What follows belongs to an exercise in optimizing a design on an open flow for small area; a production flow would make more cautious choices. The RTL was checked by simulation tests, not by an equivalence proof against the original design. Power figures rest on the tool's default switching activity, not on a simulated workload.

==> flow/design.v (outline; a module is shown in full before it is edited, if it fits) <==
// module pcie_app_7x: 247 lines
// module axi_trn_top: 97 lines
// module axi_trn_rx: 100 lines
// module axi_trn_tx: 85 lines
// module BMD: 214 lines
// module BMD_EP: 455 lines
// module BMD_128_RX_ENGINE: 316 lines
// module BMD_128_TX_ENGINE: 301 lines
// module BMD_EP_MEM_ACCESS: 293 lines
// module BMD_EP_MEM: 302 lines
// module BMD_TO_CTRL: 37 lines
// module BMD_CFG_CTRL: 89 lines
// module BMD_INTR_CTRL: 207 lines
// module BMD_RD_THROTTLE: 121 lines
// module BMD_GEN2: 137 lines
module  pcie_app_7x#(
   parameter C_DATA_WIDTH = 128,             
   parameter KEEP_WIDTH = C_DATA_WIDTH / 8  ,              
   parameter REM_WIDTH  = (C_DATA_WIDTH == 128) ? 2 : 1  
)(
  input                         user_clk,
  input                         user_reset,
  input                         user_lnk_up, 
  input  [5:0]                  tx_buf_av,
  input                         tx_cfg_req,
  input                         tx_err_drop,
  output                        tx_cfg_gnt,
  input                         s_axis_tx_tready,
  output  [C_DATA_WIDTH-1:0]    s_axis_tx_tdata,
  output  [KEEP_WIDTH-1:0]      s_axis_tx_tkeep,
  output  [3:0]                 s_axis_tx_tuser,
  output                        s_axis_tx_tlast,
  output                        s_axis_tx_tvalid, 
  output                        rx_np_ok,
  output                        rx_np_req,
  input  [C_DATA_WIDTH-1:0]     m_axis_rx_tdata,
  input  [KEEP_WIDTH-1:0]       m_axis_rx_tkeep,
  input                         m_axis_rx_tlast,
  input                         m_axis_rx_tvalid,
  output                        m_axis_rx_tready,
  input    [21:0]               m_axis_rx_tuser,
  input  [11:0]                 fc_cpld,
  input  [7:0]                  fc_cplh,
  input  [11:0]                 fc_npd,
  input  [7:0]                  fc_nph,
  input  [11:0]                 fc_pd,
  input  [7:0]                  fc_ph,
  output [2:0]                  fc_sel,  
  input  [31:0]                 cfg_do,
  // ...
==> flow/flow/run.sh <==
#!/bin/bash
# The standard layout (standard.sh) with these changes:
#  - synthesis: synth_recipe.tcl unchanged, but ABC maps with an area script
#    (flow/abc_area.script) instead of ORFS's delay script;
#  - input/output port buffers use the smallest buffer (buf_1); the resizer
#    still upsizes any that need it;
#  - clock tree synthesis without dummy loads, with larger sink clusters
#    driven by clkbuf_8;
#  - constant outputs keep the tie cells of synthesis (no per-load tie copies).
# Each step's full output goes to a log file in this folder; ORFS also keeps
# its per-step logs under orfs/logs.
set -euo pipefail
here=$(pwd)
export AREA_ABC_SCRIPT="$here/flow/abc_area.script"
export FLOW_SYNTH_TCL="$here/synth_recipe.tcl"
export BUFFER_PORTS_ARGS="-buffer_cell sky130_fd_sc_hd__buf_1"
export SKIP_REPAIR_TIE_FANOUT=1
export CTS_ARGS="-sink_clustering_enable -sink_clustering_size 14 -sink_clustering_max_diameter 60 -sink_clustering_buffer sky130_fd_sc_hd__clkbuf_8 -repair_clock_nets -dont_use_dummy_load -buf_list {sky130_fd_sc_hd__clkbuf_4 sky130_fd_sc_hd__clkbuf_8}"
# standard.sh with only the synthesis script swapped
sed "s#'\?SYNTH_SCRIPT=[^ ]*#SYNTH_SCRIPT=$here/flow/synth_area.tcl#" standard.sh > area_standard.sh
grep -q "SYNTH_SCRIPT=$here/flow/synth_area.tcl" area_standard.sh
bash area_standard.sh synth > synth_step.log 2>&1
bash area_standard.sh > layout_steps.log 2>&1
==> flow/flow/abc_area.script <==
strash
dc2
dch -f
map -a
mfs2
strash
dc2
dch -f
map -a
mfs2
strash
dch -f
map -a
topo
dnsize
==> flow/flow/synth_area.tcl <==
proc abc {args} {
  set i [lsearch -exact $args -script]
  if {$i >= 0} {
    lset args [expr {$i + 1}] $::env(AREA_ABC_SCRIPT)
  }
  yosys abc {*}$args
}
source $::env(FLOW_SYNTH_TCL)
==> flow/standard.sh <==
#!/bin/bash
# synth_recipe.tcl (not shown) runs the flow's synth.tcl, then flattens the netlist and writes it again
# the make line also repeats each setting of config.mk as NAME=value (left out here)
make -C /OpenROAD-flow-scripts/flow DESIGN_CONFIG=/design/flow/config.mk WORK_HOME=/design/flow/orfs CLKGATE_MAP_FILE= SYNTH_SCRIPT=/design/flow/synth_recipe.tcl "${@:-finish}"
==> flow/config.mk <==
export PLATFORM = sky130hd
export DESIGN_NAME = pcie_app_7x
export DESIGN_NICKNAME = pcie_app_7x
export VERILOG_FILES = /design/flow/design.v
export SDC_FILE = /design/flow/constraint.sdc
export NUM_CORES = 4
export LEC_CHECK = 0
export CAP_MARGIN = 20
export CORE_MARGIN = 2
export CORE_UTILIZATION = 50
export SLEW_MARGIN = 20
==> flow/constraint.sdc <==
create_clock -name core_clock -period 10.0 [get_ports {user_clk}]
set_input_delay 2.0000 -clock core_clock [delete_from_list [all_inputs] [get_ports {user_clk}]]
set_output_delay 2.0000 -clock core_clock [all_outputs]
set_load 0.01 [all_outputs]
==> summary.txt, run 1 <==
Hold path
  • Min-delay src: BMD.BMD_EP.EP_MEM.EP_MEM.cpld_eq_q

Flow run
  • Max-cap violations: 0

Global routing
  • Grt met3 use: 16.1%
  • Largest net degree at the start of global routing: between 150 and 200

Worst setup path
  • Setup CP Type: flop to flop
  • Worst path required time: 10.56 ns
  • Peak fanout along the critical path: 33

Layout
  • Ratio of cells with drive above 1 in the final layout: 4.71%
  • Layout non-clock buf frac: 4.07%
  • Area of the multi-input gates: 26700 sq um
  • Sequential share of cell area: 39.3%
  • Reg area: 23500 sq um

Power and ir drop
  • Comb pwr share: under 10%
  • Pwr Total: a little over 7 mW

Timing
  • Slew HR: a little over a tenth
  • Setup violators final: 0
  • RSZ-0062 raised after global routing: no
  • Tmin final: 8.58 ns
  • Max-slew violations: 0

Run status
  • Status: no timing/DRC/antenna violations

Placed design
  • Pre-CTS setup slack: between 1 and 1.5 ns

Synth
  • Seq/Total Area, Yosys: 42.6%

Clocking
  • Clock root buffer master: clkbuf_8

Drt
  • DRC: 0
  • Top routing layer in use: met5
==> module BMD_EP_MEM, before the edit <==
module BMD_EP_MEM #( parameter NUM_GP_PORTS = 20 ) (
    input             clk,
    input             rst_n,
    input [5:0]       cfg_cap_max_lnk_width,
    input [5:0]       cfg_neg_max_lnk_width,
    input [2:0]       cfg_cap_max_payload_size,
    input [2:0]       cfg_prg_max_payload_size,
    input [2:0]       cfg_max_rd_req_size,
    input [6:0]       a_i,
    input             wr_en_i,
    output reg [31:0] rd_d_o,
    input  [31:0]     wr_d_i,
    output reg        init_rst_o,
    output reg        mrd_start_o,
    output reg        mrd_int_dis_o,
    output reg        mrd_done_o,
    output reg [31:0] mrd_addr_o,
    output [31:0]     mrd_len_o,
    output reg [2:0]  mrd_tlp_tc_o,
    output reg        mrd_64b_en_o,
    output reg        mrd_phant_func_dis1_o,
    output reg [7:0]  mrd_up_addr_o,
    output reg [31:0] mrd_count_o,
    output reg        mrd_relaxed_order_o,
    output reg        mrd_nosnoop_o,
    output reg [7:0]  mrd_wrr_cnt_o,
    output reg        mwr_start_o,
    output reg        mwr_int_dis_o,
    input             mwr_done_i,
    output reg [31:0] mwr_addr_o,
    output [31:0]     mwr_len_o,
    output [31:0]     mwr_count_o,
    output reg [31:0] mwr_data_o,
    output reg [2:0]  mwr_tlp_tc_o,
    output reg        mwr_64b_en_o,
    output reg        mwr_phant_func_dis1_o,
    output reg [7:0]  mwr_up_addr_o,
    output reg        mwr_relaxed_order_o,
    output reg        mwr_nosnoop_o,
    output reg [7:0]  mwr_wrr_cnt_o,
    output reg        mwr_zerolen_en_o,
    input  [7:0]      cpl_ur_found_i,
    input  [7:0]      cpl_ur_tag_i,
    output [31:0]     cpld_data_o,
    input  [31:0]     cpld_found_i,
    input  [31:0]     cpld_data_size_i,
    input             cpld_malformed_i,
    input             cpld_data_err_i,
    output reg        cpl_streaming_o,
    output reg        rd_metering_o,
    output reg        trn_rnp_ok_n_o,
    output reg        trn_tstr_n_o,
    output [7:0]      cfg_interrupt_di,
    input  [7:0]      cfg_interrupt_do,
    input  [2:0]      cfg_interrupt_mmenable,
    input             cfg_interrupt_msienable,
    output            cfg_interrupt_legacyclr,
    output reg [1:0]  pl_directed_link_change,
    input  [5:0]      pl_ltssm_state,
    output reg [1:0]  pl_directed_link_width,
    output            pl_directed_link_speed,
    output reg        pl_directed_link_auton,
    output reg        pl_upstream_preemph_src,
    input  [1:0]      pl_sel_link_width,
    input             pl_sel_link_rate,
    input             pl_link_gen2_capable,
    input             pl_link_partner_gen2_supported,
    input  [2:0]      pl_initial_link_width,
    input             pl_link_upcfg_capable,
    input  [1:0]      pl_lane_reversal_mode,
    input             pl_width_change_err_i,
    input             pl_speed_change_err_i,
    output reg        clr_pl_width_change_err,
    output reg        clr_pl_speed_change_err,
    input             clear_directed_speed_change_i,
    input  [(NUM_GP_PORTS*32-1):0] gp_data_upstream,
    output [(NUM_GP_PORTS*32-1):0] gp_data_dnstream,
    output reg [3:0]  trn_wait_count
);
    reg [15:0] mrd_len_r;
    reg [15:0] mwr_len_r;
    reg [15:0] mwr_count_r;
    reg [31:0] cpld_data_r;
    reg [31:0] mwr_perf;
    reg [31:0] mrd_perf;
    reg [7:0]  INTDI;
    reg        LEGACYCLR;
    reg [1:0]  pl_directed_link_speed_binary;
    reg        pl_width_change_err;
    reg        pl_speed_change_err;
    reg        cpld_eq_q;
    reg        cpld_done;
    assign mrd_len_o   = {16'b0, mrd_len_r};
    assign mwr_len_o   = {16'b0, mwr_len_r};
    assign mwr_count_o = {16'b0, mwr_count_r};
    assign cfg_interrupt_di        = INTDI;
    assign cfg_interrupt_legacyclr = LEGACYCLR;
    assign pl_directed_link_speed  = pl_directed_link_speed_binary != 2'b01;
    assign gp_data_dnstream        = {(NUM_GP_PORTS*32){1'b0}};
    wire [1:0] pl_sel_link_rate_binary = pl_sel_link_rate ? 2'b10 : 2'b01;
    wire w = wr_en_i;
    wire wa0  = w && a_i == 7'd0;
    wire wa1  = w && a_i == 7'd1;
    wire wa2  = w && a_i == 7'd2;
    wire wa3  = w && a_i == 7'd3;
    wire wa4  = w && a_i == 7'd4;
    wire wa5  = w && a_i == 7'd5;
    wire wa6  = w && a_i == 7'd6;
    wire wa7  = w && a_i == 7'd7;
    wire wa8  = w && a_i == 7'd8;
    wire wa9  = w && a_i == 7'd9;
    wire wa17 = w && a_i == 7'd17;
    wire wa18 = w && a_i == 7'd18;
    wire a19  = a_i == 7'd19;
    wire wa19 = w && a19;
    assign cpld_data_o = wa6 ? wr_d_i : cpld_data_r;
    reg [31:0] rd_next;
    always @(*) begin
      case (a_i)
        7'd0:  rd_next = {8'h14, 4'b0, 4'b0001, 8'h16, 7'b0, init_rst_o};
        7'd1:  rd_next = {cpld_data_err_i, 6'b0, mrd_done_o,
                          mrd_int_dis_o, 4'b0, mrd_nosnoop_o, mrd_relaxed_order_o, mrd_start_o,
                          7'b0, mwr_done_i,
                          mwr_int_dis_o, 4'b0, mwr_nosnoop_o, mwr_relaxed_order_o, mwr_start_o};
        7'd2:  rd_next = mwr_addr_o;
        7'd3:  rd_next = {mwr_up_addr_o, 2'b0, mwr_zerolen_en_o, mwr_phant_func_dis1_o,
                          mwr_64b_en_o, mwr_tlp_tc_o, mwr_len_r};
        7'd4:  rd_next = {12'h0, trn_wait_count, mwr_count_r};
        7'd5:  rd_next = mwr_data_o;
        7'd6:  rd_next = cpld_data_r;
        7'd7:  rd_next = mrd_addr_o;
        7'd8:  rd_next = {mrd_up_addr_o, 3'b0, mrd_phant_func_dis1_o, mrd_64b_en_o,
                          mrd_tlp_tc_o, mrd_len_r};
        7'd9:  rd_next = mrd_count_o;
        7'd10: rd_next = mwr_perf;
        7'd11: rd_next = mrd_perf;
        7'd12: rd_next = {15'b0, cpld_malformed_i, cpl_ur_tag_i, cpl_ur_found_i};
        7'd13, 7'd45: rd_next = cpld_found_i;
        7'd14: rd_next = cpld_data_size_i;
        7'd15: rd_next = {16'b0, 2'b0, cfg_neg_max_lnk_width, 2'b0, cfg_cap_max_lnk_width};
        7'd16: rd_next = {8'b0, 5'b0, cfg_max_rd_req_size, 5'b0, cfg_prg_max_payload_size,
                          5'b0, cfg_cap_max_payload_size};
        7'd17: rd_next = {mrd_wrr_cnt_o, mwr_wrr_cnt_o, 6'b0, trn_tstr_n_o, trn_rnp_ok_n_o,
                          6'b0, rd_metering_o, cpl_streaming_o};
        7'd18: rd_next = {4'h0, cfg_interrupt_msienable, cfg_interrupt_mmenable,
                          cfg_interrupt_do, 7'h0, LEGACYCLR, INTDI};
        7'd19: rd_next = {pl_lane_reversal_mode, pl_width_change_err, pl_speed_change_err,
                          pl_link_upcfg_capable, pl_initial_link_width,
                          pl_link_partner_gen2_supported, pl_link_gen2_capable,
                          pl_sel_link_rate_binary, 2'b0, pl_sel_link_width,
                          pl_upstream_preemph_src, pl_directed_link_auton,
                          pl_directed_link_speed_binary, 2'b0, pl_directed_link_width,
                          pl_ltssm_state, pl_directed_link_change};
        default: rd_next = 32'b0;
      endcase
    end
    always @(posedge clk)
      rd_d_o <= rd_next;
    always @(posedge clk) begin
      if (!rst_n) begin
        init_rst_o            <= 1'b0;
        trn_wait_count        <= 4'b0;
        mrd_start_o           <= 1'b0;
        mrd_int_dis_o         <= 1'b0;
        mrd_addr_o            <= 32'b0;
        mrd_len_r             <= 16'b0;
        mrd_count_o           <= 32'b0;
        mrd_tlp_tc_o          <= 3'b0;
        mrd_64b_en_o          <= 1'b0;
        mrd_up_addr_o         <= 8'b0;
        mrd_relaxed_order_o   <= 1'b0;
        mrd_nosnoop_o         <= 1'b0;
        mwr_start_o           <= 1'b0;
        mwr_int_dis_o         <= 1'b0;
        mwr_addr_o            <= 32'b0;
        mwr_len_r             <= 16'b0;
        mwr_count_r           <= 16'b0;
        mwr_data_o            <= 32'b0;
        mwr_tlp_tc_o          <= 3'b0;
        mwr_64b_en_o          <= 1'b0;
        mwr_up_addr_o         <= 8'b0;
        mwr_phant_func_dis1_o <= 1'b0;
        mrd_phant_func_dis1_o <= 1'b0;
        mwr_zerolen_en_o      <= 1'b0;
        mwr_relaxed_order_o   <= 1'b0;
        mwr_nosnoop_o         <= 1'b0;
        cpld_data_r           <= 32'b0;
        cpl_streaming_o       <= 1'b1;
        rd_metering_o         <= 1'b0;
        trn_rnp_ok_n_o        <= 1'b0;
        trn_tstr_n_o          <= 1'b0;
        mwr_wrr_cnt_o         <= 8'h08;
        mrd_wrr_cnt_o         <= 8'h08;
        clr_pl_width_change_err       <= 1'b0;
        clr_pl_speed_change_err       <= 1'b0;
        pl_directed_link_change       <= 2'h0;
        pl_directed_link_width        <= 2'h0;
        pl_directed_link_speed_binary <= 2'b0;
        pl_directed_link_auton        <= 1'b0;
        pl_upstream_preemph_src       <= 1'b0;
        pl_width_change_err           <= 1'b0;
        pl_speed_change_err           <= 1'b0;
        INTDI                 <= 8'h00;
        LEGACYCLR             <= 1'b0;
      end else begin
        if (wa0) init_rst_o <= wr_d_i[0];
        if (wa1) begin
          mwr_start_o         <= wr_d_i[0];
          mwr_relaxed_order_o <= wr_d_i[5];
          mwr_nosnoop_o       <= wr_d_i[6];
          mwr_int_dis_o       <= wr_d_i[7];
          mrd_start_o         <= wr_d_i[16];
          mrd_relaxed_order_o <= wr_d_i[21];
          mrd_nosnoop_o       <= wr_d_i[22];
          mrd_int_dis_o       <= wr_d_i[23];
        end else if (a_i == 7'd0 && init_rst_o) begin
          mwr_start_o <= 1'b0;
          mrd_start_o <= 1'b0;
        end
        if (wa2) mwr_addr_o <= wr_d_i;
        if (wa3) begin
          mwr_len_r             <= wr_d_i[15:0];
          mwr_tlp_tc_o          <= wr_d_i[18:16];
          mwr_64b_en_o          <= wr_d_i[19];
          mwr_phant_func_dis1_o <= wr_d_i[20];
          mwr_zerolen_en_o      <= wr_d_i[21];
          mwr_up_addr_o         <= wr_d_i[31:24];
        end
        if (wa4) begin
          mwr_count_r    <= wr_d_i[15:0];
          trn_wait_count <= wr_d_i[19:16];
        end
        if (wa5) mwr_data_o  <= wr_d_i;
        if (wa6) cpld_data_r <= wr_d_i;
        if (wa7) mrd_addr_o  <= wr_d_i;
        if (wa8) begin
          mrd_len_r             <= wr_d_i[15:0];
          mrd_tlp_tc_o          <= wr_d_i[18:16];
          mrd_64b_en_o          <= wr_d_i[19];
          mrd_phant_func_dis1_o <= wr_d_i[20];
          mrd_up_addr_o         <= wr_d_i[31:24];
        end
        if (wa9) mrd_count_o <= wr_d_i;
        if (wa17) begin
          cpl_streaming_o <= wr_d_i[0];
          rd_metering_o   <= wr_d_i[1];
          trn_rnp_ok_n_o  <= wr_d_i[8];
          trn_tstr_n_o    <= wr_d_i[9];
          mwr_wrr_cnt_o   <= wr_d_i[23:16];
          mrd_wrr_cnt_o   <= wr_d_i[31:24];
        end
        if (wa18) begin
          INTDI     <= wr_d_i[7:0];
          LEGACYCLR <= wr_d_i[8];
        end
        if (!a19) begin
          pl_width_change_err <= pl_width_change_err_i;
          pl_speed_change_err <= pl_speed_change_err_i;
        end
        if (a19) begin
          clr_pl_width_change_err <= w && wr_d_i[29];
          clr_pl_speed_change_err <= w && wr_d_i[28];
        end
        if (wa19) begin
          pl_upstream_preemph_src       <= wr_d_i[15];
          pl_directed_link_auton        <= wr_d_i[14];
          pl_directed_link_speed_binary <= wr_d_i[13:12];
          pl_directed_link_width        <= wr_d_i[9:8];
        end
        if (wa19)                               pl_directed_link_change <= wr_d_i[1:0];
        else if (clear_directed_speed_change_i) pl_directed_link_change <= 2'h0;
      end
    end
    always @(posedge clk) begin
      if (!rst_n || init_rst_o)
        mwr_perf <= 32'b0;
      else if (mwr_start_o && !mwr_done_i)
        mwr_perf <= mwr_perf + 1'b1;
    end
    always @(posedge clk) begin
      if (!rst_n || init_rst_o)
        mrd_perf <= 32'b0;
      else if (mrd_start_o && !mrd_done_o)
        mrd_perf <= mrd_perf + 1'b1;
    end
    wire [20:0] expect_cpld_data_size = mrd_len_r * mrd_count_o[15:0];
    always @(posedge clk) begin
      if (!rst_n || init_rst_o) begin
        cpld_eq_q <= 1'b1;
        cpld_done <= 1'b0;
      end else begin
        cpld_eq_q <= (expect_cpld_data_size == cpld_data_size_i[20:0]);
        cpld_done <= cpld_eq_q;
      end
    end
    always @(posedge clk) begin
      if (!rst_n || init_rst_o)
        mrd_done_o <= 1'b0;
      else if (mrd_start_o && !mrd_done_o && cpld_done)
        mrd_done_o <= 1'b1;
    end
endmodule
==> module BMD_INTR_CTRL, before the edit <==
module BMD_INTR_CTRL (
                      clk,                    
                      rst_n,                  
                      init_rst_i,             
                      mrd_done_i,             
                      mwr_done_i,             
                      msi_on,                 
                      cfg_interrupt_assert_n_o,  
                      cfg_interrupt_rdy_n_i,     
                      cfg_interrupt_n_o,         
                      cfg_interrupt_legacyclr    
                      );
    input             clk;
    input             rst_n;
    input             init_rst_i;
    input             mrd_done_i;
    input             mwr_done_i;
    input             msi_on;
    output            cfg_interrupt_assert_n_o;
    input             cfg_interrupt_rdy_n_i;
    output            cfg_interrupt_n_o;
    input             cfg_interrupt_legacyclr;
    reg [2:0]         intr_state;
    reg [2:0]         next_intr_state;
    reg [3:0]         rd_intr_state;
    reg [3:0]         next_rd_intr_state;
    reg [3:0]         wr_intr_state;
    reg [3:0]         next_wr_intr_state;
    reg               rd_intr_n;
    reg               rd_intr_assert_n;
    reg               wr_intr_n;
    reg               wr_intr_assert_n;
    reg               mrd_done;
    reg               mwr_done;
    wire              mrd_exp;
    wire              mwr_exp;
    parameter         Tcq = 1;
    assign cfg_interrupt_n_o = rd_intr_n  & wr_intr_n;
    assign cfg_interrupt_assert_n_o = rd_intr_assert_n & wr_intr_assert_n;
    always @(mrd_done_i or mwr_done_i or rd_intr_state or intr_state or rd_intr_state or wr_intr_state) begin
      case (intr_state)    
        3'b001 : begin
          if (mrd_done_i)  begin
            mrd_done = 1'b1;
            mwr_done = 1'b0;
            next_intr_state = 3'b010;
          end else if (mwr_done_i) begin
            mrd_done = 1'b0;
            mwr_done = 1'b1;
            next_intr_state = 3'b100;
          end else begin
            mrd_done = 1'b0;
            mwr_done = 1'b0;
            next_intr_state = 3'b001;
          end
        end
        3'b010 : begin
          if (mwr_done_i && (rd_intr_state == 4'b1000)) begin
            mwr_done = 1'b1;
            mrd_done = 1'b1;
          end else begin
            mwr_done = 1'b0;
            mrd_done = 1'b1;
          end
          next_intr_state = 3'b010;
        end
        3'b100 : begin
          if (mrd_done_i && (wr_intr_state == 4'b1000)) begin
            mrd_done = 1'b1;
            mwr_done = 1'b1;
          end else begin
            mrd_done = 1'b0;
            mwr_done = 1'b1;
          end
          next_intr_state = 3'b100;
        end
        default : begin
          mrd_done = 1'b0;
          mwr_done = 1'b0;
          next_intr_state = 3'b001;
        end
      endcase
    end
    always @(rd_intr_state or mrd_done or cfg_interrupt_rdy_n_i or mrd_exp or msi_on or cfg_interrupt_legacyclr) begin
      case (rd_intr_state)    
        4'b0001 : begin
          if (mrd_done) begin
            rd_intr_n = 1'b0;
            rd_intr_assert_n = 1'b0;
            if (!cfg_interrupt_rdy_n_i)
               next_rd_intr_state = 4'b0010;
            else
               next_rd_intr_state = 4'b0001;
          end else begin
            rd_intr_n = 1'b1;
            rd_intr_assert_n = 1'b1;
            next_rd_intr_state = 4'b0001;
          end
        end
        4'b0010 : begin
          if (msi_on) begin
            rd_intr_n = 1'b1;
            rd_intr_assert_n = 1'b1;
            next_rd_intr_state = 4'b1000;
          end else begin
            rd_intr_n = 1'b1;
            rd_intr_assert_n = 1'b1;
            next_rd_intr_state = 4'b0100;
          end
        end
        4'b0100 : begin
          if (cfg_interrupt_legacyclr) begin
            rd_intr_n = 1'b0;
            rd_intr_assert_n = 1'b1;
            if (!cfg_interrupt_rdy_n_i)
               next_rd_intr_state = 4'b1000;
            else
               next_rd_intr_state = 4'b0100;
          end else begin
            rd_intr_n = 1'b1;
            rd_intr_assert_n = 1'b1;
            next_rd_intr_state = 4'b0100;
          end
        end
        4'b1000 : begin
          rd_intr_n = 1'b1;
          rd_intr_assert_n = 1'b1;
          next_rd_intr_state = 4'b1000;
        end
        default : begin
          rd_intr_n = 1'b1;
          rd_intr_assert_n = 1'b1;
          next_rd_intr_state = 4'b0001;
        end
      endcase
    end
    always @(wr_intr_state or mwr_done or cfg_interrupt_rdy_n_i or cfg_interrupt_legacyclr or msi_on) begin
      case (wr_intr_state)    
        4'b0001 : begin
          if (mwr_done) begin
            wr_intr_n = 1'b0;
            wr_intr_assert_n = 1'b0;
            if (!cfg_interrupt_rdy_n_i)
               next_wr_intr_state = 4'b0010;
            else
               next_wr_intr_state = 4'b0001;
          end else begin
            wr_intr_n = 1'b1;
            wr_intr_assert_n = 1'b1;
            next_wr_intr_state = 4'b0001;
          end
        end
        4'b0010 : begin
          if (msi_on) begin
            wr_intr_n = 1'b1;
            wr_intr_assert_n = 1'b1;
            next_wr_intr_state = 4'b1000;
          end else begin
            wr_intr_n = 1'b1;
            wr_intr_assert_n = 1'b1;
            next_wr_intr_state = 4'b0100;
          end
        end
        4'b0100 : begin
          if (cfg_interrupt_legacyclr) begin
            wr_intr_n = 1'b0;
            wr_intr_assert_n = 1'b1;
            if (!cfg_interrupt_rdy_n_i)
               next_wr_intr_state = 4'b1000;
            else
               next_wr_intr_state = 4'b0100;
          end else begin
            wr_intr_n = 1'b1;
            wr_intr_assert_n = 1'b1;
            next_wr_intr_state = 4'b0100;
          end
        end
        4'b1000 : begin
          wr_intr_n = 1'b1;
          wr_intr_assert_n = 1'b1;
          next_wr_intr_state = 4'b1000;
        end
        default : begin
          wr_intr_n = 1'b1;
          wr_intr_assert_n = 1'b1;
          next_wr_intr_state = 4'b0001;
        end
      endcase
    end
    always @(posedge clk ) begin
        if ( !rst_n ) begin
          rd_intr_state <= #(Tcq) 4'b0001;
          wr_intr_state <= #(Tcq) 4'b0001;
          intr_state    <= #(Tcq) 3'b001;
        end else begin
          if (init_rst_i) begin
            rd_intr_state <= #(Tcq) 4'b0001;
            wr_intr_state <= #(Tcq) 4'b0001;
            intr_state    <= #(Tcq) 3'b001;
          end else begin
            rd_intr_state <= #(Tcq) next_rd_intr_state;
            wr_intr_state <= #(Tcq) next_wr_intr_state;
            intr_state <= #(Tcq) next_intr_state;
          end
        end
    end
endmodule
==> inputs of run 2 (changes only) <==
--- a/flow/design.v
+++ b/flow/design.v
@@ -2401,7 +2401,8 @@
       else if (mrd_start_o && !mrd_done_o)
         mrd_perf <= mrd_perf + 1'b1;
     end
-    wire [20:0] expect_cpld_data_size = mrd_len_r * mrd_count_o[15:0];
+    wire [20:0] expect_cpld_data_size;    
+    BMD_MUL21 expect_mul (.a(mrd_len_r), .b(mrd_count_o[15:0]), .p(expect_cpld_data_size));
     always @(posedge clk) begin
       if (!rst_n || init_rst_o) begin
         cpld_eq_q <= 1'b1;
@@ -2418,6 +2419,36 @@
         mrd_done_o <= 1'b1;
     end
 endmodule
+module BMD_MUL21 (
+    input  [15:0] a,
+    input  [15:0] b,
+    output [20:0] p
+);
+    wire [18:0] bz = {2'b00, b, 1'b0};    
+    wire [20:0] ax = {5'b0, a};
+    reg  [20:0] acc;
+    reg  [20:0] pp;
+    reg  [20:0] corr;
+    reg         b1, b0, bm, one, two, neg;
+    integer i;
+    always @(*) begin
+      acc  = 21'd0;
+      corr = 21'd0;
+      for (i = 0; i < 9; i = i + 1) begin
+        b1   = bz[2*i+2];
+        b0   = bz[2*i+1];
+        bm   = bz[2*i];
+        one  = b0 ^ bm;
+        two  = (b1 & !b0 & !bm) | (!b1 & b0 & bm);
+        neg  = b1 & !(b0 & bm);
+        pp   = one ? ax : two ? (ax << 1) : 21'd0;
+        pp   = neg ? ~pp : pp;
+        acc  = acc + (pp << (2*i));
+        corr = corr | ({20'd0, neg} << (2*i));
+      end
+    end
+    assign p = acc + corr;
+endmodule
 `timescale 1ns/1ns
 module BMD_TO_CTRL    (
                         clk,
@@ -2548,210 +2579,56 @@
 endmodule  
 `timescale 1ns/1ns
 module BMD_INTR_CTRL (
-                      clk,                    
-                      rst_n,                  
-                      init_rst_i,             
-                      mrd_done_i,             
-                      mwr_done_i,             
-                      msi_on,                 
-                      cfg_interrupt_assert_n_o,  
-                      cfg_interrupt_rdy_n_i,     
-                      cfg_interrupt_n_o,         
-                      cfg_interrupt_legacyclr    
-                      );
-    input             clk;
-    input             rst_n;
-    input             init_rst_i;
-    input             mrd_done_i;
-    input             mwr_done_i;
-    input             msi_on;
-    output            cfg_interrupt_assert_n_o;
-    input             cfg_interrupt_rdy_n_i;
-    output            cfg_interrupt_n_o;
-    input             cfg_interrupt_legacyclr;
-    reg [2:0]         intr_state;
-    reg [2:0]         next_intr_state;
-    reg [3:0]         rd_intr_state;
-    reg [3:0]         next_rd_intr_state;
-    reg [3:0]         wr_intr_state;
-    reg [3:0]         next_wr_intr_state;
-    reg               rd_intr_n;
-    reg               rd_intr_assert_n;
-    reg               wr_intr_n;
-    reg               wr_intr_assert_n;
-    reg               mrd_done;
-    reg               mwr_done;
-    wire              mrd_exp;
-    wire              mwr_exp;
-    parameter         Tcq = 1;
-    assign cfg_interrupt_n_o = rd_intr_n  & wr_intr_n;
-    assign cfg_interrupt_assert_n_o = rd_intr_assert_n & wr_intr_assert_n;
-    always @(mrd_done_i or mwr_done_i or rd_intr_state or intr_state or rd_intr_state or wr_intr_state) begin
-      case (intr_state)    
-        3'b001 : begin
-          if (mrd_done_i)  begin
-            mrd_done = 1'b1;
-            mwr_done = 1'b0;
-            next_intr_state = 3'b010;
-          end else if (mwr_done_i) begin
-            mrd_done = 1'b0;
-            mwr_done = 1'b1;
-            next_intr_state = 3'b100;
-          end else begin
-            mrd_done = 1'b0;
-            mwr_done = 1'b0;
-            next_intr_state = 3'b001;
-          end
-        end
-        3'b010 : begin
-          if (mwr_done_i && (rd_intr_state == 4'b1000)) begin
-            mwr_done = 1'b1;
-            mrd_done = 1'b1;
-          end else begin
-            mwr_done = 1'b0;
-            mrd_done = 1'b1;
-          end
-          next_intr_state = 3'b010;
-        end
-        3'b100 : begin
-          if (mrd_done_i && (wr_intr_state == 4'b1000)) begin
-            mrd_done = 1'b1;
-            mwr_done = 1'b1;
-          end else begin
-            mrd_done = 1'b0;
-            mwr_done = 1'b1;
-          end
-          next_intr_state = 3'b100;
-        end
-        default : begin
-          mrd_done = 1'b0;
-          mwr_done = 1'b0;
-          next_intr_state = 3'b001;
-        end
-      endcase
-    end
-    always @(rd_intr_state or mrd_done or cfg_interrupt_rdy_n_i or mrd_exp or msi_on or cfg_interrupt_legacyclr) begin
-      case (rd_intr_state)    
-        4'b0001 : begin
-          if (mrd_done) begin
-            rd_intr_n = 1'b0;
-            rd_intr_assert_n = 1'b0;
-            if (!cfg_interrupt_rdy_n_i)
-               next_rd_intr_state = 4'b0010;
-            else
-               next_rd_intr_state = 4'b0001;
-          end else begin
-            rd_intr_n = 1'b1;
-            rd_intr_assert_n = 1'b1;
-            next_rd_intr_state = 4'b0001;
-          end
-        end
-        4'b0010 : begin
-          if (msi_on) begin
-            rd_intr_n = 1'b1;
-            rd_intr_assert_n = 1'b1;
-            next_rd_intr_state = 4'b1000;
-          end else begin
-            rd_intr_n = 1'b1;
-            rd_intr_assert_n = 1'b1;
-            next_rd_intr_state = 4'b0100;
-          end
-        end
-        4'b0100 : begin
-          if (cfg_interrupt_legacyclr) begin
-            rd_intr_n = 1'b0;
-            rd_intr_assert_n = 1'b1;
-            if (!cfg_interrupt_rdy_n_i)
-               next_rd_intr_state = 4'b1000;
-            else
-               next_rd_intr_state = 4'b0100;
-          end else begin
-            rd_intr_n = 1'b1;
-            rd_intr_assert_n = 1'b1;
-            next_rd_intr_state = 4'b0100;
-          end
-        end
-        4'b1000 : begin
-          rd_intr_n = 1'b1;
-          rd_intr_assert_n = 1'b1;
-          next_rd_intr_state = 4'b1000;
-        end
-        default : begin
-          rd_intr_n = 1'b1;
-          rd_intr_assert_n = 1'b1;
-          next_rd_intr_state = 4'b0001;
-        end
-      endcase
-    end
-    always @(wr_intr_state or mwr_done or cfg_interrupt_rdy_n_i or cfg_interrupt_legacyclr or msi_on) begin
-      case (wr_intr_state)    
-        4'b0001 : begin
-          if (mwr_done) begin
-            wr_intr_n = 1'b0;
-            wr_intr_assert_n = 1'b0;
-            if (!cfg_interrupt_rdy_n_i)
-               next_wr_intr_state = 4'b0010;
-            else
-               next_wr_intr_state = 4'b0001;
-          end else begin
-            wr_intr_n = 1'b1;
-            wr_intr_assert_n = 1'b1;
-            next_wr_intr_state = 4'b0001;
-          end
-        end
-        4'b0010 : begin
-          if (msi_on) begin
-            wr_intr_n = 1'b1;
-            wr_intr_assert_n = 1'b1;
-            next_wr_intr_state = 4'b1000;
-          end else begin
-            wr_intr_n = 1'b1;
-            wr_intr_assert_n = 1'b1;
-            next_wr_intr_state = 4'b0100;
-          end
-        end
-        4'b0100 : begin
-          if (cfg_interrupt_legacyclr) begin
-            wr_intr_n = 1'b0;
-            wr_intr_assert_n = 1'b1;
-            if (!cfg_interrupt_rdy_n_i)
-               next_wr_intr_state = 4'b1000;
-            else
-               next_wr_intr_state = 4'b0100;
-          end else begin
-            wr_intr_n = 1'b1;
-            wr_intr_assert_n = 1'b1;
-            next_wr_intr_state = 4'b0100;
-          end
-        end
-        4'b1000 : begin
-          wr_intr_n = 1'b1;
-          wr_intr_assert_n = 1'b1;
-          next_wr_intr_state = 4'b1000;
-        end
-        default : begin
-          wr_intr_n = 1'b1;
-          wr_intr_assert_n = 1'b1;
-          next_wr_intr_state = 4'b0001;
-        end
-      endcase
-    end
-    always @(posedge clk ) begin
-        if ( !rst_n ) begin
-          rd_intr_state <= #(Tcq) 4'b0001;
-          wr_intr_state <= #(Tcq) 4'b0001;
-          intr_state    <= #(Tcq) 3'b001;
-        end else begin
-          if (init_rst_i) begin
-            rd_intr_state <= #(Tcq) 4'b0001;
-            wr_intr_state <= #(Tcq) 4'b0001;
-            intr_state    <= #(Tcq) 3'b001;
-          end else begin
-            rd_intr_state <= #(Tcq) next_rd_intr_state;
-            wr_intr_state <= #(Tcq) next_wr_intr_state;
-            intr_state <= #(Tcq) next_intr_state;
-          end
-        end
+    input      clk,
+    input      rst_n,
+    input      init_rst_i,
+    input      mrd_done_i,
+    input      mwr_done_i,
+    input      msi_on,
+    output     cfg_interrupt_assert_n_o,
+    input      cfg_interrupt_rdy_n_i,
+    output     cfg_interrupt_n_o,
+    input      cfg_interrupt_legacyclr
+);
+    localparam [1:0] I_RST = 2'd0, I_RD = 2'd1, I_WR = 2'd2;
+    localparam [1:0] S_RST = 2'd0, S_ACT = 2'd1, S_ACT2 = 2'd2, S_DUN = 2'd3;
+    reg [1:0] intr_state;
+    reg [1:0] rd_state;
+    reg [1:0] wr_state;
+    wire i_rst = intr_state == I_RST;
+    wire i_rd  = intr_state == I_RD;
+    wire i_wr  = intr_state == I_WR;
+    wire mrd_done = (i_rst && mrd_done_i) || i_rd || (i_wr && mrd_done_i && wr_state == S_DUN);
+    wire mwr_done = (i_rst && !mrd_done_i && mwr_done_i) || i_wr || (i_rd && mwr_done_i && rd_state == S_DUN);
+    wire rdy = !cfg_interrupt_rdy_n_i;
+    function [3:0] step;    
+      input [1:0] st;
+      input       done;
+      begin
+        case (st)
+          S_RST:   step = done ? {(rdy ? S_ACT : S_RST), 2'b00} : {S_RST, 2'b11};
+          S_ACT:   step = {(msi_on ? S_DUN : S_ACT2), 2'b11};
+          S_ACT2:  step = cfg_interrupt_legacyclr ? {(rdy ? S_DUN : S_ACT2), 2'b01}
+                                                  : {S_ACT2, 2'b11};
+          default: step = {S_DUN, 2'b11};
+        endcase
+      end
+    endfunction
+    wire [3:0] rd_step = step(rd_state, mrd_done);
+    wire [3:0] wr_step = step(wr_state, mwr_done);
+    assign cfg_interrupt_n_o        = rd_step[1] & wr_step[1];
+    assign cfg_interrupt_assert_n_o = rd_step[0] & wr_step[0];
+    wire [1:0] intr_next = !i_rst ? intr_state : mrd_done_i ? I_RD : mwr_done_i ? I_WR : I_RST;
+    always @(posedge clk) begin
+      if (!rst_n || init_rst_i) begin
+        intr_state <= I_RST;
+        rd_state   <= S_RST;
+        wr_state   <= S_RST;
+      end else begin
+        intr_state <= intr_next;
+        rd_state   <= rd_step[3:2];
+        wr_state   <= wr_step[3:2];
+      end
     end
 endmodule
 `timescale 1ns/1ns
--- a/flow/flow/run.sh
+++ b/flow/flow/run.sh
@@ -15,7 +15,7 @@
 export FLOW_SYNTH_TCL="$here/synth_recipe.tcl"
 export BUFFER_PORTS_ARGS="-buffer_cell sky130_fd_sc_hd__buf_1"
 export SKIP_REPAIR_TIE_FANOUT=1
-export CTS_ARGS="-sink_clustering_enable -sink_clustering_size 14 -sink_clustering_max_diameter 60 -sink_clustering_buffer sky130_fd_sc_hd__clkbuf_8 -repair_clock_nets -dont_use_dummy_load -buf_list {sky130_fd_sc_hd__clkbuf_4 sky130_fd_sc_hd__clkbuf_8}"
+export CTS_ARGS="-sink_clustering_enable -sink_clustering_size 14 -sink_clustering_max_diameter 80 -sink_clustering_buffer sky130_fd_sc_hd__clkbuf_8 -repair_clock_nets -dont_use_dummy_load -buf_list {sky130_fd_sc_hd__clkbuf_4 sky130_fd_sc_hd__clkbuf_8}"
 # standard.sh with only the synthesis script swapped
 sed "s#'\?SYNTH_SCRIPT=[^ ]*#SYNTH_SCRIPT=$here/flow/synth_area.tcl#" standard.sh > area_standard.sh
 grep -q "SYNTH_SCRIPT=$here/flow/synth_area.tcl" area_standard.sh
--- a/flow/config.mk
+++ b/flow/config.mk
@@ -5,7 +5,7 @@
 export SDC_FILE = /design/flow/constraint.sdc
 export NUM_CORES = 4
 export LEC_CHECK = 0
-export CAP_MARGIN = 20
+export CAP_MARGIN = 40
 export CORE_MARGIN = 2
 export CORE_UTILIZATION = 50
-export SLEW_MARGIN = 20
+export SLEW_MARGIN = 40
==> run 2 against run 1 <==
Effect of this change:
- cell count decreased by 2.8%
- critical path type is now input pin to flop
- still clean on timing, DRC and antenna
- largest power group unchanged
- sequential share of layout area increased by 0.83 points
- synthesized cell count decreased by 2.0%
==> summary.txt, run 2 <==
Layout
  • Total Nets Final: 7601
  • Finished Core Util: 54.3%
  • Most flops, register: BMD.BMD_EP.EP_TX.trn_td
  • Area of the multi-input gates: 26100 sq um (-2.2%)
  • Final std cells w/o fill: 8380
  • Fin area: 58200 sq um
  • Max reg flops: 128
  • Most frequent cells in the layout: clkinv_1, dfxtp_1, o21ai_0
  • Fill cells: between 10000 and 15000
  • Synthesis-to-finish area growth: 7.74%
  • Most common cell after layout, fill and taps aside: clkinv_1
  • Ratio of cells with drive above 1 in the final layout: 4.64% (-0.072 points)
  • Reg area: 23400 sq um (-0.43%)

Clocking
  • CTS Hold Buffers Added: 0
  • CTS tree: yes
  • H-tree lvl count: 3
  • Cts bufs inserted: 87
  • Post-CTS setup buffers: 0
  • Latest clock arrival within the worst-skew pair: 0.82 ns
  • Clock Tree Buf Depth: 3
  • Clock root buffer master: clkbuf_8
  • Post-cts sizing count: 0
  • Clock slew at reported path FFs: 0.10 ns
  • Clock sink total: about 1000

Global routing
  • Antenna violations before repair: 35
  • First-pass GRT wire length: 369000 microns
  • Gr usage total: 46.6%
  • Total congestion overflow: 0
  • Largest net degree at the start of global routing: 188 (+9.3%)
  • Vias in the first global route: about 50000

Floorplanning
  • Die width: 333 microns
  • Initial Util: 50.4%
  • Rows: 120
  • Die area: 111000 sq um
  • Core Region: 107000 sq um
  • Die H: 333 microns
  • I/O Pins: 784

Drt
  • Top routing layer in use: met5
  • Routed via count: 54881
  • WL/cell: ~32 microns
  • Routed wire length: 266000 microns
  • DRT iter0 DRCs: 8826
  • DRC: 0 (unchanged)
  • Met3 Routed Length: 39000 microns
  • Wire length on met1: 98400 microns
  • Vias per cell: 6.55
  • WL met2: ~110000 microns
  • Routed Antenna Nets: 0
  • TritonRoute pass-1 iters: 9

Worst setup path
  • Slowest stage delay, CP: between 0.6 and 0.7 ns
  • Worst reg2reg startpoint: BMD.BMD_EP.EP_MEM.EP_MEM.mrd_count_o[1]
  • Cell mode on critical path: nor2_1
  • Peak fanout along the critical path: 21 (-36%)
  • CP arrival: 8.85 ns
  • CP max stage cell: clkinv_1
  • Worst reg-to-reg path cell count: 27
  • Setup CP Type: input pin to flop
  • FF-to-FF setup slack: 1.85 ns
  • Critical path origin: cfg_command[2]
  • CP startpoint kind: input pin
  • Critical path endpoint category: flop
  • Worst path required time: 10.51 ns (-0.05 ns)
  • FF-to-FF End: BMD.BMD_EP.EP_MEM.EP_MEM.cpld_eq_q

Power and ir drop
  • Clock share of power: approximately a third
  • Pwr Total: 6.98 mW (-1.8%)
  • Reported net switching power: 1.83 mW
  • Int Power: between 5 and 6 mW
  • Power Dens Cells: 120 nW/um^2
  • Sw Ratio: 26.2%
  • Sequential power share: 62.0%
  • Comb pwr share: 5.8% (+1.1 points)
  • Max VDD drop: 0.187 mV
  • P_leak: 18.6 nW

Hold path
  • Endpoint, Worst Hold: BMD.BMD_EP.EP_TX.req_compl_q
  • Hold depth: 2
  • Hold WC Path Type: flop to flop
  • Min-delay src: BMD.BMD_EP.EP_RX.req_compl_o

Synth
  • Syn. warnings: 23
  • Synth top area cells: dfxtp_1, edfxtp_1, o21ai_0, clkinv_1, a21oi_1
  • Syn nets: 7218
  • Dominant cell by count in the synthesized netlist: clkinv_1
  • Synthesized cell area: 54000 sq um
  • Async SR Flop Fraction: 0%
  • Commonest cells post-synth: clkinv_1, dfxtp_1, o21ai_0
  • Yosys top cell area share: 28.5%
  • EDFF count, synth: roughly 270
  • FF+latch count, synth: 1035
  • Netlist cell types: 51
  • Most area-hungry cell type in the Yosys netlist: dfxtp_1
  • Seq/Total Area, Yosys: 43.3% (+0.73 points)
  • Synth Instances: 6587
  • Main synth FF type: dfxtp_1
  • Synthesized area per cell: about 8 sq um

Placed design
  • Pre-CTS setup slack: 1.12 ns (+0.0802 ns)
  • Cell total after placement: 8283
  • DP Area: between 50000 and 60000 sq um
  • Port Buf Inserts: 366
  • GP Congestion: 1.06
  • Post-DP HPWL: between 200000 and 250000 microns

Timing
  • Setup violators final: 0 (unchanged)
  • Final hold vios: 0
  • Slew HR: 31.4% (+20 points)
  • Hold WS: 0.429 ns
  • Max-slew violations: 0 (unchanged)
  • Period utilisation layout: 83.3%
  • Maximum clock frequency: 120 MHz
  • Tmin final: 8.33 ns (-0.247 ns)
  • Clk_skew: 0.0747 ns
  • Final setup margin: 1.67 ns
  • RSZ-0062 raised after global routing: no
  • Post-Route Setup TNS: 0 ns
  • Worst Tran Pin Value: 1.03 ns

Run status
  • Status: no timing/DRC/antenna violations

Flow run
  • Max-cap violations: 0 (unchanged)
[run 2: changes by cell type after synthesis, moves of 18 or more]
cell      change
nand2_1     -113
a22oi_1     -103
nand3_1      +21
nor2_1      -111
clkinv_1    -101
a21oi_1      +96
fa_1         -69
nor3_1       -20
o21ai_0      +91
a211oi_1     -32
nand4_1      +18
xnor2_1      +32
o22ai_1      +72
xor2_1       +50
[run 2: cell type report]
| cell class | instances | area share, % |
|---|---|---|
| diodes | 9 | 0.0387 |
| clock buffers | 87 | 2.06 |
| inverters | 880 | 5.74 |
| multi-input cells | 4476 | 44.9 |
| flip-flops and latches | 1035 | 40.2 |
| well taps | 1403 | 3.02 |
| repair buffers | 490 | 4.06 |
[run 2: worst max-delay path by stage]
stage / to / depth (start not counted)
after detailed placement: BMD.BMD_EP.EP_TX.trn_td[30] / 42
final: BMD.BMD_EP.EP_TX.trn_td[29] / 40
after CTS: BMD.BMD_EP.EP_RX.cpld_data_size_o[31] / 39
after global routing: BMD.BMD_EP.EP_TX.trn_td[28] / 43
after global placement: BMD.BMD_EP.EP_TX.trn_td[62] / 42
after floorplan: BMD.BMD_EP.EP_TX.cur_rd_count[2] / 8
[run 2: power by group through the flow]
stage | clock, mW | sequential (mW) | combinational [mW]
detailed placement | 0 | 4.42 | 0.382
finish | 2.25 | 4.33 | 0.404
floorplan | 0 | 4.40 | 0.233
CTS | 2.22 | 4.32 | 0.383
global placement | 0 | 4.42 | 0.381
global route | 2.36 | 4.33 | 0.415
[run 2: kinds of logic (layout without fill, tap and decap cells)]
| kind of cell | after synthesis | after routing | share of synthesized area, % |
|---|---|---|---|
| xor+xnor | 236 | 236 | 3.83 |
| other cells | 2 | 11 | 0.0139 |
| compound gates | 2115 | 2115 | 23.0 |
| flops | 1035 | 1035 | 43.3 |
| buf+inv | 1076 | 1457 | 8.84 |
| simple gates | 1896 | 1896 | 14.8 |
| fa+ha+maj | 192 | 192 | 5.50 |
| mux | 35 | 35 | 0.722 |
[run 2: routing by layer]
metal | track usage [%] | up-vias
met5 | 1.52 | -
met4 | 32.3 | 40
met3 | 16.9 | 892
met2 | 65.2 | 4165
met1 | 59.5 | 25865
li1 | - | 23919
[run 2: worst max-delay path: cells and delay by family]
family	cells	cell delay [ns]
buf+inv	7	1.36
simple gates	20	2.88
fa+ha+maj	2	0.55
compound gates	11	2.04
==> inputs of run 3 (changes only) <==
--- a/flow/flow/run.sh
+++ b/flow/flow/run.sh
@@ -15,7 +15,7 @@
 export FLOW_SYNTH_TCL="$here/synth_recipe.tcl"
 export BUFFER_PORTS_ARGS="-buffer_cell sky130_fd_sc_hd__buf_1"
 export SKIP_REPAIR_TIE_FANOUT=1
-export CTS_ARGS="-sink_clustering_enable -sink_clustering_size 14 -sink_clustering_max_diameter 80 -sink_clustering_buffer sky130_fd_sc_hd__clkbuf_8 -repair_clock_nets -dont_use_dummy_load -buf_list {sky130_fd_sc_hd__clkbuf_4 sky130_fd_sc_hd__clkbuf_8}"
+export CTS_ARGS="-sink_clustering_enable -sink_clustering_size 14 -sink_clustering_max_diameter 60 -sink_clustering_buffer sky130_fd_sc_hd__clkbuf_8 -repair_clock_nets -dont_use_dummy_load -buf_list {sky130_fd_sc_hd__clkbuf_4 sky130_fd_sc_hd__clkbuf_8}"
 # standard.sh with only the synthesis script swapped
 sed "s#'\?SYNTH_SCRIPT=[^ ]*#SYNTH_SCRIPT=$here/flow/synth_area.tcl#" standard.sh > area_standard.sh
 grep -q "SYNTH_SCRIPT=$here/flow/synth_area.tcl" area_standard.sh
--- a/flow/config.mk
+++ b/flow/config.mk
@@ -7,5 +7,5 @@
 export LEC_CHECK = 0
 export CAP_MARGIN = 40
 export CORE_MARGIN = 2
-export CORE_UTILIZATION = 50
+export CORE_UTILIZATION = 58
 export SLEW_MARGIN = 40
==> run 3 against run 2 <==
Effect of this change:
- sequential share of layout area is essentially flat
- power is 0.70% higher
- combinational power decreased by 1%
- count of clock-buffer cells in the layout is 7 higher
- area after synthesis unchanged
- synthesized cell count unchanged
- largest cell class unchanged
- utilization is 9.0 points higher
- critical endpoint unchanged
- critical path depth decreased by 1
- via count increased by 2.4%
- fmax fell by 3.5%
==> summary.txt, run 3 <==
Run status
  • Status: no timing/DRC/antenna violations

Worst setup path
  • Worst path required time: 10.57 ns (+0.06 ns)
  • Worst reg-to-reg path cell count: 26 (-3.7%)
  • CP max stage cell: buf_1
  • FF-to-FF End: BMD.BMD_EP.EP_MEM.EP_MEM.cpld_eq_q
  • Worst reg2reg startpoint: BMD.BMD_EP.EP_MEM.EP_MEM.mrd_count_o[5]
  • Critical path endpoint category: flop
  • CP arrival: 9.21 ns (+0.36 ns)
  • Peak fanout along the critical path: 13 (-38%)
  • FF-to-FF setup slack: 1.80 ns (-0.05 ns)
  • CP startpoint kind: input pin
  • Setup CP Type: input pin to flop
  • Cell mode on critical path: nor2_1
  • Slowest stage delay, CP: 0.59 ns (-0.04 ns)

Drt
  • Routed wire length: 256000 microns (-3.5%)
  • Vias per cell: 6.81 (+4.0%)
  • Routed via count: 56223 (+2.4%)
  • TritonRoute pass-1 iters: 10 (+1)
  • DRC: 0 (unchanged)
  • WL/cell: 31.1 microns (-2.0%)
  • Routed Antenna Nets: 0 (unchanged)
  • DRT iter0 DRCs: 10561 (+20%)

Layout
  • Max reg flops: 128 (unchanged)
  • Total Nets Final: 7620 (+0.25%)
  • Final std cells w/o fill: 8251 (-1.5%)
  • Ratio of cells with drive above 1 in the final layout: 4.85% (+0.22 points)
  • Fin area: 58200 sq um (about the same)
  • Most frequent cells in the layout: clkinv_1, dfxtp_1, o21ai_0
  • Most common cell after layout, fill and taps aside: clkinv_1
  • Finished Core Util: 63.3% (+9.0 points)
  • Synthesis-to-finish area growth: 7.73% (about the same)
  • Most flops, register: BMD.BMD_EP.EP_TX.trn_td

Global routing
  • First-pass GRT wire length: 355000 microns (-3.6%)
  • GRT busiest layer: met2
  • Largest net degree at the start of global routing: 172 (-8.5%)
  • Antenna violations before repair: 37 (+5.7%)
  • GR met1 Demand/Resource: 65.4% (+5.8 points)
  • Grt met3 use: 22.8% (+6.0 points)
  • Met2 Usage GRT: 71.1% (+5.8 points)
  • Gr usage total: 52.2% (+5.6 points)
  • Vias in the first global route: 49976 (+1.1%)
  • Total congestion overflow: 0 (unchanged)

Clocking
  • CTS tree: yes
  • CTS Hold Buffers Added: 0 (unchanged)
  • Clock sink total: 1035 (unchanged)
  • Clock root buffer master: clkbuf_8
  • Clock slew at reported path FFs: 0.10 ns (about the same)
  • Latest clock arrival within the worst-skew pair: 0.87 ns (+0.05 ns)
  • Clock Tree Buf Depth: 3 (unchanged)
  • Post-CTS setup buffers: 0 (unchanged)
  • H-tree lvl count: 3 (unchanged)
  • Post-cts sizing count: 0 (unchanged)
  • Cts bufs inserted: 94 (+8.0%)

Synth
  • EDFF count, synth: 267 (unchanged)
  • Most area-hungry cell type in the Yosys netlist: dfxtp_1
  • Async SR Flop Fraction: 0% (unchanged)
  • Synth Instances: 6587 (unchanged)
  • Syn nets: 7218 (unchanged)
  • Syn. warnings: 23 (unchanged)
  • Dominant cell by count in the synthesized netlist: clkinv_1
  • Synthesized cell area: 54000 sq um (unchanged)
  • Synth top area cells: dfxtp_1, edfxtp_1, o21ai_0, clkinv_1, a21oi_1
  • Yosys top cell area share: 28.5% (unchanged)
  • Netlist cell types: 51 (unchanged)
  • Main synth FF type: dfxtp_1
  • Synthesized area per cell: 8.20 sq um (unchanged)
  • Commonest cells post-synth: clkinv_1, dfxtp_1, o21ai_0
  • Seq/Total Area, Yosys: 43.3% (unchanged)
  • FF+latch count, synth: 1035 (unchanged)

Power and ir drop
  • Reported net switching power: 1.82 mW (-0.46%)
  • Sequential power share: 61.6% (-0.4 points)
  • Clock share of power: 32.7% (+0.5 points)
  • Comb pwr share: 5.7% (about the same)
  • Pwr Total: 7.03 mW (+0.70%)
  • Power Dens Cells: 121 nW/um^2 (+0.70%)
  • Int Power: 5.21 mW (+1.1%)
  • Max VDD drop: 0.113 mV (-40%)
  • P_leak: 18.7 nW (+0.59%)
  • Sw Ratio: 25.9% (-0.30 points)

Timing
  • Maximum clock frequency: 116 MHz (-3.5%)
  • Tmin final: 8.64 ns (+0.302 ns)
  • Slew HR: 30.1% (-1.3 points)
  • Period utilisation layout: 86.4% (+3.0 points)
  • Final hold vios: 0 (unchanged)
  • Final setup margin: 1.36 ns (-0.302 ns)
  • Post-Route Setup TNS: 0 ns (unchanged)
  • Max-slew violations: 0 (unchanged)
  • Setup violators final: 0 (unchanged)
  • Worst Tran Pin Value: 1.04 ns (+0.00823 ns)
  • Clk_skew: 0.127 ns (+0.0527 ns)
  • RSZ-0062 raised after global routing: no
  • Hold WS: 0.319 ns (-0.109 ns)

Floorplanning
  • Die width: 309 microns (-7.1%)
  • Die area: 95600 sq um (-14%)
  • Core Region: 91900 sq um (-14%)
  • Rows: 111 (-7.5%)
  • I/O Pins: 784 (unchanged)
  • Die H: 309 microns (-7.1%)
  • Initial Util: 58.8% (+8.4 points)

Flow run
  • Max-cap violations: 0 (unchanged)

Hold path
  • Hold WC Path Type: flop to flop
  • Hold depth: 2 (unchanged)
  • Min-delay src: BMD.BMD_EP.EP_MEM.EP_MEM.cpld_eq_q
  • Endpoint, Worst Hold: BMD.BMD_EP.EP_MEM.EP_MEM.cpld_done

Placed design
  • GP Congestion: 1.12 (+5.6%)
  • DP Area: 56800 sq um (-0.16%)
  • Pre-CTS setup slack: 0.837 ns (-0.283 ns)
  • Cell total after placement: 8136 (-1.8%)
  • Post-DP HPWL: 194000 microns (-5.4%)
  • Port Buf Inserts: 366 (unchanged)
[run 3: cell counts after synthesis]
No cell type changed its count.
[run 3: final cells by class]
type	count	area, sq um
repair buffers	502	2460
well taps	1243	1560
clock buffers	94	1290
flip-flops and latches	1035	23400
inverters	880	3340
fillers	8184	33700
multi-input cells	4476	26100
diodes	21	52.6
[run 3: cells by family after synthesis]
logic type / after synthesis / share of synthesized area, %
and+or+nand+nor: 1896 / 14.8
other: 2 / 0.0139
xor gates and xnor gates: 236 / 3.83
muxes: 35 / 0.722
AOI/OAI and AO/OA: 2115 / 23.0
buffers and inverters: 1076 / 8.84
adders and majority gates: 192 / 5.50
DFF: 1035 / 43.3
[run 3: worst max path at each step]
stage | from | end | cells after the start
after floorplan | user_lnk_up | BMD.BMD_EP.EP_TX.cur_rd_count[2] | 8
after global placement | cfg_command[2] | BMD.BMD_EP.EP_TX.trn_td[29] | 39
after detailed placement | cfg_command[2] | BMD.BMD_EP.EP_TX.trn_td[29] | 39
after CTS | cfg_command[2] | BMD.BMD_EP.EP_TX.trn_td[29] | 39
after global routing | cfg_command[2] | BMD.BMD_EP.EP_TX.trn_td[28] | 42
final | cfg_command[2] | BMD.BMD_EP.EP_TX.trn_td[29] | 39
[run 3: critical path, delay by kind of cell]
kind	cells	cell delay [ns]
compound gates	10	2.01
buf+inv	7	1.53
fa+ha+maj	2	0.53
simple gates	20	3.11
[run 3: power by group through the flow]
stage / logic (mW) / registers (mW) / clock network, mW
after detailed placement: 0.369 / 4.42 / 0
after global placement: 0.365 / 4.42 / 0
final: 0.398 / 4.33 / 2.30
after CTS: 0.370 / 4.32 / 2.24
after floorplan: 0.233 / 4.40 / 0
after global routing: 0.404 / 4.33 / 2.38
[run 3: routing by layer]
metal  vias up  wire length [microns]
met5         -                    471
met4        46                  24100
met3      1231                  44300
met2      5084                  98600
met1     25878                  89000
li1      23984                      -
==> inputs of run 4 (changes only) <==
--- a/flow/config.mk
+++ b/flow/config.mk
@@ -7,5 +7,5 @@
 export LEC_CHECK = 0
 export CAP_MARGIN = 40
 export CORE_MARGIN = 2
-export CORE_UTILIZATION = 58
+export CORE_UTILIZATION = 50
 export SLEW_MARGIN = 40
==> run 4 against run 3 <==
Effect of this change:
- count of clock-buffer cells in the layout up 7
- clock power is 4% higher
- power rose by 1.5%
- worst hold slack gained 0.11 ns
- area after synthesis unchanged
- via count down 1.7%
- sequential power is essentially flat
- worst setup slack better by 0.36 ns
- first-iteration DRC count shrank 16%
- sequential cell count stayed put
- critical path type unchanged
==> summary.txt, run 4 <==
Clocking
  • Clock sink total: 1035 (unchanged)
  • Post-CTS setup buffers: 0 (unchanged)
  • Clock root buffer master: clkbuf_8
  • Latest clock arrival within the worst-skew pair: 0.88 ns (about the same)
  • H-tree lvl count: 3 (unchanged)
  • Cts bufs inserted: 101 (+7.4%)
  • CTS Hold Buffers Added: 0 (unchanged)
  • CTS tree: yes
  • Post-cts sizing count: 0 (unchanged)
  • Clock Tree Buf Depth: 3 (unchanged)
  • Clock slew at reported path FFs: 0.09 ns (about the same)

Timing
  • Clk_skew: 0.104 ns (-0.0233 ns)
  • Final hold vios: 0 (unchanged)
  • Setup violators final: 0 (unchanged)
  • Maximum clock frequency: 121 MHz (+4.3%)
  • Tmin final: 8.28 ns (-0.357 ns)
  • Worst Tran Pin Value: 1.04 ns (+0.00653 ns)
  • RSZ-0062 raised after global routing: no
  • Slew HR: 30.4% (+0.30 points)
  • Post-Route Setup TNS: 0 ns (unchanged)
  • Final setup margin: 1.72 ns (+0.357 ns)
  • Max-slew violations: 0 (unchanged)
  • Period utilisation layout: 82.8% (-3.6 points)

Drt
  • Routed Antenna Nets: 0 (unchanged)
  • Routed wire length: 266000 microns (+3.8%)
  • WL/cell: 31.7 microns (+1.9%)
  • DRT iter0 DRCs: 8863 (-16%)
  • Routed via count: 55281 (-1.7%)
  • TritonRoute pass-1 iters: 9 (-1)
  • DRC: 0 (unchanged)
  • Vias per cell: 6.58 (-3.5%)

Synth
  • Synth Instances: 6587 (unchanged)
  • Async SR Flop Fraction: 0% (unchanged)
  • Yosys top cell area share: 28.5% (unchanged)
  • Syn. warnings: 23 (unchanged)
  • Synthesized cell area: 54000 sq um (unchanged)
  • Dominant cell by count in the synthesized netlist: clkinv_1
  • Synth top area cells: dfxtp_1, edfxtp_1, o21ai_0, clkinv_1, a21oi_1
  • Netlist cell types: 51 (unchanged)
  • Seq/Total Area, Yosys: 43.3% (unchanged)
  • FF+latch count, synth: 1035 (unchanged)
  • Commonest cells post-synth: clkinv_1, dfxtp_1, o21ai_0
  • Syn nets: 7218 (unchanged)
  • EDFF count, synth: 267 (unchanged)
  • Most area-hungry cell type in the Yosys netlist: dfxtp_1
  • Main synth FF type: dfxtp_1
  • Synthesized area per cell: 8.20 sq um (unchanged)

Power and ir drop
  • Max VDD drop: 0.186 mV (+65%)
  • Power Dens Cells: 122 nW/um^2 (+1.1%)
  • P_leak: 18.7 nW (about the same)

Layout
  • Fin area: 58400 sq um (+0.38%)
  • Ratio of cells with drive above 1 in the final layout: 4.80% (-0.054 points)
  • Most frequent cells in the layout: clkinv_1, dfxtp_1, o21ai_0
  • Most common cell after layout, fill and taps aside: clkinv_1
  • Final std cells w/o fill: 8405 (+1.9%)
  • Most flops, register: BMD.BMD_EP.EP_TX.trn_td
  • Max reg flops: 128 (unchanged)
  • Total Nets Final: 7615 (-0.066%)
  • Synthesis-to-finish area growth: 8.14%
  • Finished Core Util: 54.5% (-8.8 points)

Global routing
  • Gr usage total: 46.6% (-5.6 points)
  • Total congestion overflow: 0 (unchanged)
  • Largest net degree at the start of global routing: 188 (+9.3%)
  • Antenna violations before repair: 32 (-14%)
  • Vias in the first global route: 49560 (-0.83%)
  • First-pass GRT wire length: 369000 microns (+3.9%)

Worst setup path
  • Worst reg2reg startpoint: BMD.BMD_EP.EP_MEM.EP_MEM.mrd_count_o[1]
  • CP arrival: 8.95 ns (-0.26 ns)
  • Peak fanout along the critical path: 21 (+8)
  • Critical path endpoint category: flop
  • CP bufs+invs: 9 (+2)
  • Cell mode on critical path: nor2_1
  • CP startpoint kind: input pin
  • CP max stage cell: clkinv_1
  • Critical path origin: cfg_command[2]
  • Worst path required time: 10.67 ns (+0.10 ns)
  • CP delay by family, top: simple AND/OR/NAND/NOR gates
  • Slowest stage delay, CP: 0.62 ns (+0.03 ns)
  • Setup CP Type: input pin to flop

Floorplanning
  • Core Region: 107000 sq um (+17%)
  • Rows: 120 (+8.1%)
  • Die area: 111000 sq um (+16%)
  • Die H: 333 microns (+7.6%)
  • Initial Util: 50.4% (-8.4 points)
  • I/O Pins: 784 (unchanged)
  • Die width: 333 microns (+7.6%)

Placed design
  • Cell total after placement: 8283 (+1.8%)
  • DP Area: 56900 sq um (+0.16%)
  • Port Buf Inserts: 366 (unchanged)
  • GP Congestion: 1.06 (-5.3%)
  • Pre-CTS setup slack: 1.12 ns (+0.283 ns)
  • Post-DP HPWL: 205000 microns (+5.7%)

Run status
  • Status: no timing/DRC/antenna violations

Hold path
  • Hold WC Path Type: flop to flop
  • Min-delay src: BMD.BMD_EP.EP_RX.req_compl_o

Flow run
  • Max-cap violations: 0 (unchanged)
-- run 4: path summary, 6_finish.rpt --
kind                                   endpoint  slack, ns  depth (start not counted)
min reg2reg        BMD.BMD_EP.EP_TX.req_compl_q       0.43                          2
min                BMD.BMD_EP.EP_TX.req_compl_q       0.43                          2
max                 BMD.BMD_EP.EP_TX.trn_td[30]       1.72                         42
max reg2reg  BMD.BMD_EP.EP_MEM.EP_MEM.cpld_eq_q       1.84                         27
-- run 4: layout make-up --
class | instances | area (sq um)
sequential | 1035 | 23400
clock buffer | 101 | 1390
inverter | 880 | 3340
antenna | 20 | 50.0
tap | 1403 | 1760
multi-input combinational | 4476 | 26100
fill | 10360 | 48800
timing repair buffer | 490 | 2370
-- run 4: power breakdown --
group	total, mW	switching [mW]	leakage, nW	internal (mW)
logic	0.404	0.322	9.33	0.0824
registers	4.33	0.0335	8.62	4.29
clock network	2.40	1.51	0.726	0.894
-- run 4: tightest hold or removal path, stage by stage (launching register included) --
cell	delay (ns)
dfxtp_1	0.31
clkinv_1	0.05
nor2_1	0.04
-- run 4: cell families (layout without fill, tap and decap cells) --
kind of cell    Yosys count  after routing  synth area share, %
flops                  1035           1035                 43.3
other cells               2             22               0.0139
simple gates           1896           1896                 14.8
mux                      35             35                0.722
buf+inv                1076           1471                 8.84
compound gates         2115           2115                 23.0
fa+ha+maj               192            192                 5.50
xor+xnor                236            236                 3.83
-- run 4: metal layers --
layer / track usage, % / part of all wire [%] / vias to the layer above
met5: 1.52 / 0.17 / -
met4: 31.8 / 8.6 / 30
met3: 16.7 / 15 / 962
met2: 65.6 / 40 / 4258
met1: 59.6 / 37 / 26079
li1: - / - / 23952
-- run 4: metrics by stage --
step | total power, mW | hold WS [ns]
2_1_floorplan | 4.63 | 0.388
3_3_place_gp | 4.80 | 0.417
3_5_place_dp | 4.80 | 0.422
4_1_cts | 7.07 | 0.430
5_1_grt | 7.25 | 0.447
6_report | 7.13 | 0.431

## static timing again, ports no longer ideal
How much do the figures lean on ideal ports? The routed layouts below were timed once more, with nothing changed but the port constraints.
Step 1 assumes that a clkbuf_16 drives the clock port and a buf_2 every other input.
Step 2 times the ports against the registers' clock, not the clock port: input delays grow and output delays shrink by t, the midpoint of the rising clock arrivals with the driver on.
Three values: ideal ports, drivers, drivers and shift; two values: the first two.
| run | shift t [ns] | setup WS [ns] | worst data-port slew with drivers (ns) |
|---|---|---|---|
| run 1 | 0.873 | 1.418 / 1.418 / 0.768 | 0.33 |
| run 2 | 0.870 | 1.665 / 1.729 / 0.859 | 0.12 |
| run 3 | 0.893 | 1.363 / 1.421 / 0.528 | 0.10 |
| run 4 | 0.916 | 1.721 / 1.781 / 0.865 | 0.12 |
After both steps setup and hold are still met in every run listed. The setup slack of run 4, which loses most, moves by +0.060 ns with the drivers and by -0.856 ns with both steps.
